Context: an optimization exercise on an open-source flow, tuned for small area and a short achievable clock period. The choices shown serve that exercise and are no tape-out recipe. In this exercise RTL edits were held to simulation tests only and were not proved equivalent to the original. Power is estimated from default activity; no workload was simulated.

==> inputs of juniper <==
// ALU_TOP
module ALU_TOP #(parameter width_top = 16) (A, B, ALU_FUN,
    CLK,RST,
    ARITH_OUT,
    LOGIC_OUT,
    CMP_OUT,
    SHIFT_OUT,
    CARRY_OUT,
    ARITH_FLAG_OUT,
    LOGIC_FLAG_OUT,
    CMP_FLAG_OUT,
    SHIFT_FLAG_OUT
    );
    input [width_top-1:0] A;
    input [width_top-1:0] B;
    input [3:0] ALU_FUN;
    input CLK;
    input RST;
    output [2*width_top-1:0] ARITH_OUT;
    output [2*width_top-1:0] LOGIC_OUT;
    output [2*width_top-1:0] CMP_OUT;
    output [2*width_top-1:0] SHIFT_OUT;
    output CARRY_OUT;
    output ARITH_FLAG_OUT;
    output LOGIC_FLAG_OUT;
    output CMP_FLAG_OUT;
    output SHIFT_FLAG_OUT;
    reg        arith_flag, logic_flag, cmp_flag, shift_flag;
    reg [1:0]  op_r;
    reg [15:0] a_r, b_r;
    reg [8:0]  dq_r;      
    reg [8:0]  dr_r;      
    wire [15:7] dq_hi_w;
    wire [8:0] dr_hi;
    wire n1 = ~B[0];
    wire n2 = A[15] & n1;
    wire n3 = A[15] ^ n1;
    wire n4 = n2 | n3;
    wire n5 = n3 ^ 1'b1;
    wire n6 = ~|B[15:1];
    wire ge7 = n4 & n6;
    assign dq_hi_w[15] = ge7;
    wire n8 = ge7 ? n5 : A[15];
    wire n9 = ~B[0];
    wire n10 = ~B[1];
    wire n11 = A[14] & n9;
    wire n12 = n8 & n10;
    wire n13 = A[14] ^ n9;
    wire n14 = n8 ^ n10;
    wire n15 = n11 | n13;
    wire n16 = n12 | (n14 & n15);
    wire n17 = n14 & n13;
    wire n18 = n13 ^ 1'b1;
    wire n19 = n14 ^ n15;
    wire n20 = ~|B[15:2];
    wire ge21 = n16 & n20;
    assign dq_hi_w[14] = ge21;
    wire n22 = ge21 ? n18 : A[14];
  ...
==> flow/config.mk <==
export PLATFORM = sky130hd
export DESIGN_NAME = ALU_TOP
export DESIGN_NICKNAME = ALU_TOP
export VERILOG_FILES = /design/flow/design.v
export SDC_FILE = /design/flow/constraint.sdc
export NUM_CORES = 4
export LEC_CHECK = 0
export CAP_MARGIN = 20
export CORE_MARGIN = 2
export CORE_UTILIZATION = 40
export SLEW_MARGIN = 20
export SYNTH_HIERARCHICAL = 1
==> flow/constraint.sdc <==
create_clock -name core_clock -period 130.0 [get_ports {CLK}]
set_input_delay 26.0000 -clock core_clock [delete_from_list [all_inputs] [get_ports {CLK}]]
set_output_delay 26.0000 -clock core_clock [all_outputs]
set_load 0.01 [all_outputs]
standard.sh (not shown) runs the stock make flow with config.mk's settings and CLKGATE_MAP_FILE= SYNTH_SCRIPT=/design/flow/synth_recipe.tcl, a recipe that flattens the netlist after the stock synthesis.
==> flow/flow/run.sh <==
#!/bin/bash
# Own layout flow: the standard flow (standard.sh), except that the port
# buffers are sky130_fd_sc_hd__buf_1 instead of the flow's default choice.
# The whole make run's output goes to flow_make.log; ORFS keeps each step's
# log under orfs/logs/.
set -euo pipefail
export BUFFER_PORTS_ARGS="-buffer_cell sky130_fd_sc_hd__buf_1"
export SETUP_SLACK_MARGIN=91
bash standard.sh > flow_make.log 2>&1
==> nickel: changes against juniper <==
--- a/flow/flow/run.sh
+++ b/flow/flow/run.sh
@@ -5,5 +5,5 @@
 # log under orfs/logs/.
 set -euo pipefail
 export BUFFER_PORTS_ARGS="-buffer_cell sky130_fd_sc_hd__buf_1"
-export SETUP_SLACK_MARGIN=91
+export SETUP_SLACK_MARGIN=90
 bash standard.sh > flow_make.log 2>&1
- CORE_UTILIZATION: 40 -> 60
- PLACE_DENSITY: default -> 0.72
==> sierra: changes against juniper <==
--- a/flow/flow/run.sh
+++ b/flow/flow/run.sh
@@ -5,5 +5,4 @@
 # log under orfs/logs/.
 set -euo pipefail
 export BUFFER_PORTS_ARGS="-buffer_cell sky130_fd_sc_hd__buf_1"
-export SETUP_SLACK_MARGIN=91
 bash standard.sh > flow_make.log 2>&1
- CORE_UTILIZATION: 40 -> 60
- PLACE_DENSITY: default -> 0.72
==> impl_metrics.csv <==
group,metric,value,unit
pwr,power.total,0.000216,W
sta,min_period_over_period,0.327,
finish,fill_cells,2242,
finish,drive_gt1_frac,0.0638,
critical_path,cp.depth,56,
finish,buffers,162,
placement,dp.final_hpwl,35.4,mm
global_routing,antenna_found_initial,0,
finish,clkCellAreaFrac,0.0100,
finish,clkbuf_count,5,
status,status,"timing/DRC/antenna clean",
clocking,cts_setup_buffers,0,
pwr,p_sw_frac,0.502,
[end of results for sierra]
==> impl_metrics.csv <==
group,metric,value,unit
placement,gp_congestion,0.947,
placement,dp.final_hpwl,35.4,mm
sta,min_period_over_period,0.305,
critical_path,cp.depth,36,
finish,clkbuf_count,5,
global_routing,met2_usage,0.570,
global_routing,antenna_found_initial,1,
clocking,cts_setup_buffers,14,
finish,most-common-layout-cells,"313 x nand2_1, 289 x fa_1, 124 x buf_1",
finish,seq_area,1160,um^2
finish,clkCellAreaFrac,0.00935,
status,status,"timing/DRC/antenna clean",
finish,multi_input_area,14700,um^2
finish,multi_input_cells,1516,
finish,buffers,221,
finish,fill_cells,2100,
finish,drive_gt1_frac,0.144,
floorplanning,die_area,28600,um^2
[end of results for nickel]
==> impl_metrics.csv <==
group,metric,value,unit
sta,hold_viol,0,
global_routing,antenna_found_initial,1,
global_routing,grt_pass1_wl,82.7,mm
finish,drive_gt1_frac,0.208,
pwr,p_sw_frac,0.482,
sta,min_period_over_period,0.300,
placement,dp.final_hpwl,36.4,mm
finish,clkCellAreaFrac,0.00925,
status,status,"timing/DRC/antenna clean",
finish,fill_cells,3778,
clocking,cts_setup_buffers,72,
critical_path,cp.depth,58,
pwr,power.total,0.000236,W
finish,buffers,289,
[end of results for juniper]

[re-timing with driven ports]
Ports are ideal in the flow. The routed layouts listed here were re-timed in OpenROAD. Step 1: set_driving_cell puts a clkbuf_16 on CLK and a buf_2 on each other input, an assumption about the parent block. Step 2 moves the port delays by t, midway between the first and last clock arrival at a register: inputs arrive t later, outputs are due t later. That takes back most of the time a late clock gives input paths. Three values: no drivers, after step 1, after step 2; two values: the first two.
run	t, ns	setup slack, ns	worst register clock-pin slew, ns	worst data-port slew with drivers (ns)	cell pins on the clock port's net
juniper	0.352	91.063 / 91.016 / 91.317	0.08 / 0.08	0.04	1
nickel	0.356	90.286 / 90.241 / 90.535	0.09 / 0.09	0.04	1
sierra	0.357	87.503 / 87.459 / 87.816	0.09 / 0.09	0.04	1
After both steps setup and hold are still met in every run listed.
